This design comes from an exercise in tuning for small area and a short achievable clock period on the open sky130 flow, not from production work.
Only simulation tests tie the RTL to the original design; equivalence was not proved.
Power and IR drop assume default switching activity.

==> flow/design.v <==
module booth_mult_top (
  input  wire        clk,
  input  wire [15:0] x,
  input  wire [15:0] y,
  output reg  [31:0] p
);
  reg  [15:0] x_q, y_q;
  wire [31:0] p_d;
  always @(posedge clk) begin
    x_q <= x;
    y_q <= y;
    p   <= p_d;
  end
  booth_mult u_mult (.p(p_d), .x(x_q), .y(y_q));
endmodule

`timescale 1ns/1ps
module booth_mult (p, x, y);
parameter width=16;
parameter N = 16/2;
input	[width-1:0]		x, y;
output	[width+width-1:0]	p;
  reg [2:0] cc[N-1:0];
  reg [width+1:0] pp[N-1:0];
  reg [width+width-1:0] spp[N-1:0];
  reg [width+width-1:0] prod;
  wire [width:0] inv_x;
  integer kk,ii;
assign inv_x = {~x[width-1],~x}+1;
always @ (x or y or inv_x)
begin
  cc[0] = {y[1],y[0],1'b0};
  for(kk=1;kk<N;kk=kk+1)
    cc[kk] = {y[2*kk+1],y[2*kk],y[2*kk-1]};
  for(kk=0;kk<N;kk=kk+1)
  begin
    case(cc[kk]) 
      3'b001 , 3'b010 : pp[kk] = {x[width-1],x[width-1],x};
      3'b011 : pp[kk] = {x[width-1],x,1'b0};
      3'b100 : pp[kk] = {inv_x,1'b0};
      3'b101 , 3'b110 : pp[kk] = {inv_x[width],inv_x};
      default : pp[kk] = 0;
    endcase
    spp[kk] = $signed(pp[kk]);
    for(ii=0;ii<kk;ii=ii+1)
      spp[kk] = {spp[kk],2'b00};  
  end  
  prod = spp[0];
  for(kk=1;kk<N;kk=kk+1)
    prod = prod + spp[kk];
end
assign p = prod;
endmodule
==> flow/run.sh <==
#!/bin/bash
# synth_recipe.tcl (not shown) runs the flow's synth.tcl, then flattens the netlist and writes it again
# the make line also repeats each setting of config.mk as NAME=value (left out here)
make -C /OpenROAD-flow-scripts/flow DESIGN_CONFIG=/design/flow/config.mk WORK_HOME=/design/flow/orfs CLKGATE_MAP_FILE= SYNTH_SCRIPT=/design/flow/synth_recipe.tcl finish
==> flow/config.mk <==
export PLATFORM = sky130hd
export DESIGN_NAME = booth_mult_top
export DESIGN_NICKNAME = booth_mult_top
export VERILOG_FILES = /design/flow/design.v
export SDC_FILE = /design/flow/constraint.sdc
export NUM_CORES = 4
export LEC_CHECK = 0
export CAP_MARGIN = 20
export CORE_MARGIN = 2
export CORE_UTILIZATION = 40
export SLEW_MARGIN = 20
==> flow/constraint.sdc <==
create_clock -name core_clock -period 8.5 [get_ports {clk}]
set_input_delay 1.7000 -clock core_clock [delete_from_list [all_inputs] [get_ports {clk}]]
set_output_delay 1.7000 -clock core_clock [all_outputs]
set_load 0.01 [all_outputs]
==> notes.md <==
[metrics by stage]
step | std cells | hold WS (ns) | power [mW] | util
final | 1927 | 0.5719 | 5.748 | 0.4704
after floorplan | 1491 | 0.6841 | 4.003 | -
after detailed placement | 1911 | 0.5652 | 5.330 | 0.4570
after CTS | 1926 | 0.5768 | 5.759 | 0.4679
after global routing | 1927 | 0.6254 | 6.392 | 0.4704
after global placement | 1911 | 0.5564 | 5.236 | 0.4568
[final cells by class]
type | count | area [um2]
tap | 378 | 473.0
timing repair buffer | 169 | 1429
fill | 2849 | 14710
sequential | 64 | 1285
clock buffer | 11 | 232.7
inverter | 164 | 615.6
clock inverter | 4 | 70.07
multi-input combinational | 1137 | 8964
[state kept, by name, indices dropped and copies added, names as in the netlist]
name / flops
p: 32
y_q: 16
x_q: 16
[cell families (layout without fill, tap and decap cells)]
group           after synthesis  in the layout
fa+ha+maj                   164            164
mux                          15             15
flops                        64             64
simple gates                343            343
compound gates              499            499
buf+inv                     290            348
xor+xnor                    116            116
[metal layers]
layer	part of all wire	vias up
li1	-	5298
met1	0.42	5490
met2	0.43	730
met3	0.11	137
met4	0.042	0
met5	0	-
[worst max-delay path by stage]
stage            from    end
3_3_place_gp   x_q[0]  p[31]
5_1_grt        x_q[0]  p[31]
2_1_floorplan  x_q[1]  p[31]
4_1_cts        x_q[0]  p[29]
3_5_place_dp   x_q[0]  p[29]
6_report       x_q[0]  p[24]
[Yosys cell counts (4+ instances only)]
library cell	n	area [um2]
inv_1	161	604.3
a2bb2oi_1	6	52.55
o22ai_1	32	200.2
o21ai_0	126	630.6
a31o_2	5	43.79
nor2b_1	10	62.56
nor2_1	114	427.9
a221oi_1	58	508.0
ha_1	61	763.2
nand2_1	136	510.5
o221ai_1	6	52.55
a22o_1	4	35.03
nand3_1	10	50.05
and2_1	6	37.54
nor4_1	6	37.54
a21o_1	31	232.7
a31oi_1	7	43.79
a21oi_1	109	545.5
buf_2	6	30.03
buf_1	14	52.55
clkbuf_1	104	390.4
a221o_1	21	210.2
a22oi_1	24	180.2
fa_1	103	2062
nor3_1	16	80.08
mux2i_1	13	130.1
nand2b_1	7	43.79
and3_1	8	50.05
o21a_1	8	60.06
o211ai_1	11	82.58
xor2_1	33	289.0
dfxtp_1	64	1281
a211oi_1	11	82.58
xnor2_1	81	709.4
o21bai_1	6	45.04
or2_2	7	43.79
or3_1	4	25.02
[what timing repair did]
| item | in CTS | in global routing |
|---|---|---|
| setup buffers | 0 | 1 |
| resized for setup | 0 | 15 |
| endpoints found under the hold margin | 0 | 0 |
| setup endpoints to repair | 0 | 6 |
[power by group through the flow]
stage	sequential [mW]	combinational (mW)	clock [mW]
final	0.493	4.84	0.411
after global routing	0.500	5.46	0.429
after CTS	0.494	4.85	0.418
after detailed placement	0.500	4.83	0
after global placement	0.499	4.74	0
after floorplan	0.526	3.48	0
[critical path: cells and delay by family, from the launching register on]
kind            cells  cell delay [ns]
compound gates     11             1.96
xor+xnor            3             0.41
fa+ha+maj           7             3.06
buf+inv             5             0.59
flops               1             0.33
simple gates        5             1.68
==> impl_metrics.env <==
export IMPL_max_stage_delay_ns=0.57
export IMPL_core_region_area_um2=27780
export IMPL_rrSetupSlack_ns=0.40
export IMPL_min_from="x_q[1]"
export IMPL_crit_fanout=5
export IMPL_timing_rr_end="p[24]"
export IMPL_fin_nets=1742
export IMPL_cp_required_ns=8.78
export IMPL_tns_ns=0
export IMPL_yosys_most_used_dff="dfxtp_1"
export IMPL_period_needed_ns=8.099
export IMPL_ir_drop_uv=304.3
export IMPL_worst_slew_pin_slew_ns=1.087
export IMPL_synthArstFlopShare=0
export IMPL_fin_worst_skew_ns=0.01058
export IMPL_crit_path_start_kind="flop"
export IMPL_grt_pass1_wl_mm=65.25
export IMPL_rows=61
export IMPL_r2r_cells=31
export IMPL_ys_warn_count=5
export IMPL_power_density_nw_per_um2=439.8
export IMPL_synth_mux_area_frac=0.01453
export IMPL_cts_tree="done"
export IMPL_hold_end="p[1]"
export IMPL_final_common_cell="inv_1"
export IMPL_p_comb_frac=0.843
export IMPL_synth_compound_area_frac=0.2950
export IMPL_fin_area_um2=13070
export IMPL_synth_simple_area_share=0.1366
export IMPL_finalCritPeriodShare=0.9528
export IMPL_fmax_mhz=123.5
export IMPL_syn_avg_cell_area_um2=7.565
export IMPL_grt_util_met2=0.4533
export IMPL_p_clk_frac=0.072
export IMPL_leakage_nw=5.814
export IMPL_track_usage=0.2926
export IMPL_dp_hpwl_mm=32.51
export IMPL_hold_violations=0
export IMPL_yosysSeqAreaShare=0.1136
export IMPL_pwr_share_seq=0.086
export IMPL_critical_path_slowest_cell="fa_1"
export IMPL_grt_use_met3=0.06409
export IMPL_yosysUniqueCellTypes=73
export IMPL_rsz0062_at_grt="false"
export IMPL_viasPerCell=6.048
export IMPL_clk_pin_slew_ns=0.06
export IMPL_setup_viol=0
export IMPL_worst_slack_ns=0.4015
export IMPL_netSwitchingPower_mw=2.803
export IMPL_drive_gt1_frac=0.1020
export IMPL_portBuffers=64
export IMPL_die_y_um=171.9
export IMPL_diodes=0
export IMPL_drtPass1Iterations=6
export IMPL_clockBufferDepth=2
export IMPL_overflow=0
export IMPL_max_cap_violations=0
export IMPL_met1_usage=0.3937
export IMPL_criticalPathCategory="reg -> reg"
export IMPL_intPower_mw=2.944
export IMPL_end_kind="flop"
export IMPL_area_growth_pct=15.86
export IMPL_dpl_instance_area_um2=12700
export IMPL_synth_top_family_by_area="compound AO/OA/AOI/OAI gates"
export IMPL_io_pins=65
export IMPL_grt_max_degree=48
export IMPL_gp_congestion=0.9997
export IMPL_synthAdderAreaFrac=0.2505
export IMPL_routed_wl_mm=42.61
export IMPL_synthCells=1491
export IMPL_synth_edf_count=0
export IMPL_postCtsHoldBufs=0
export IMPL_clockRootBuffer="clkbuf_16"
export IMPL_htreeDepth=3
export IMPL_wl_per_cell_um=22.11
export IMPL_via_count=11660
export IMPL_worstPathArrival_ns=8.38
export IMPL_layout_common_cells="inv_1 (161), nand2_1 (136), o21ai_0 (126), nor2_1 (114), a21oi_1 (108)"
export IMPL_reg2reg_from="x_q[0]"
export IMPL_synth_xor_area_frac=0.09140
export IMPL_dieArea_um2=29560
export IMPL_slew_headroom=0.2731
export IMPL_cts_buffers=9
export IMPL_die_width_um=171.9
export IMPL_drt_iter0_markers=1276
export IMPL_numClockSinks=64
export IMPL_drv_slew=0
export IMPL_clk_latency_ns=0.35
export IMPL_holdCritPathClass="reg -> reg"
export IMPL_syn_num_nets=1688
export IMPL_dpl_worst_slack_ns=0.08228
export IMPL_holdPathStages=1
export IMPL_floorplan_initialDensity=0.4060
export IMPL_crit_path_frequent_cell="fa_1"
export IMPL_grt_pass1_vias=11070
export IMPL_status="timing/DRC/antenna clean"
export IMPL_synth_seq_cells=64
export IMPL_synth_area_um2=11280
export IMPL_grt_busiest_layer="met2"
export IMPL_antenna_found_initial=0
export IMPL_swShare=0.4877
export IMPL_final_antenna_net_count=0
export IMPL_drc=0

## separate check: timing with driven ports
The results above use ideal ports. As a check the final layout listed here was re-extracted and re-timed, cells and wires unchanged. Step 1 sets driving cells, clkbuf_16 on the clock port and buf_2 on the other inputs (assumed; they add their load-dependent delay and slew). Step 2 also shifts input and output timing later by t, the mid clock arrival at the registers, as if the neighbouring blocks saw the same clock. Three values: no drivers, after step 1, after step 2; two values: the first two.
shift t [ns]: 0.400
slack for setup (ns): 0.401 / 0.401 / 0.401
worst setup path at the end: register to register
worst register clock-pin slew, ns: 0.06 / 0.06
worst slew at a driven data input, ns: 0.03
After both steps this run still meets setup and hold. The setup slack of this run moves by 0.000 ns with the drivers and by 0.000 ns with both steps.
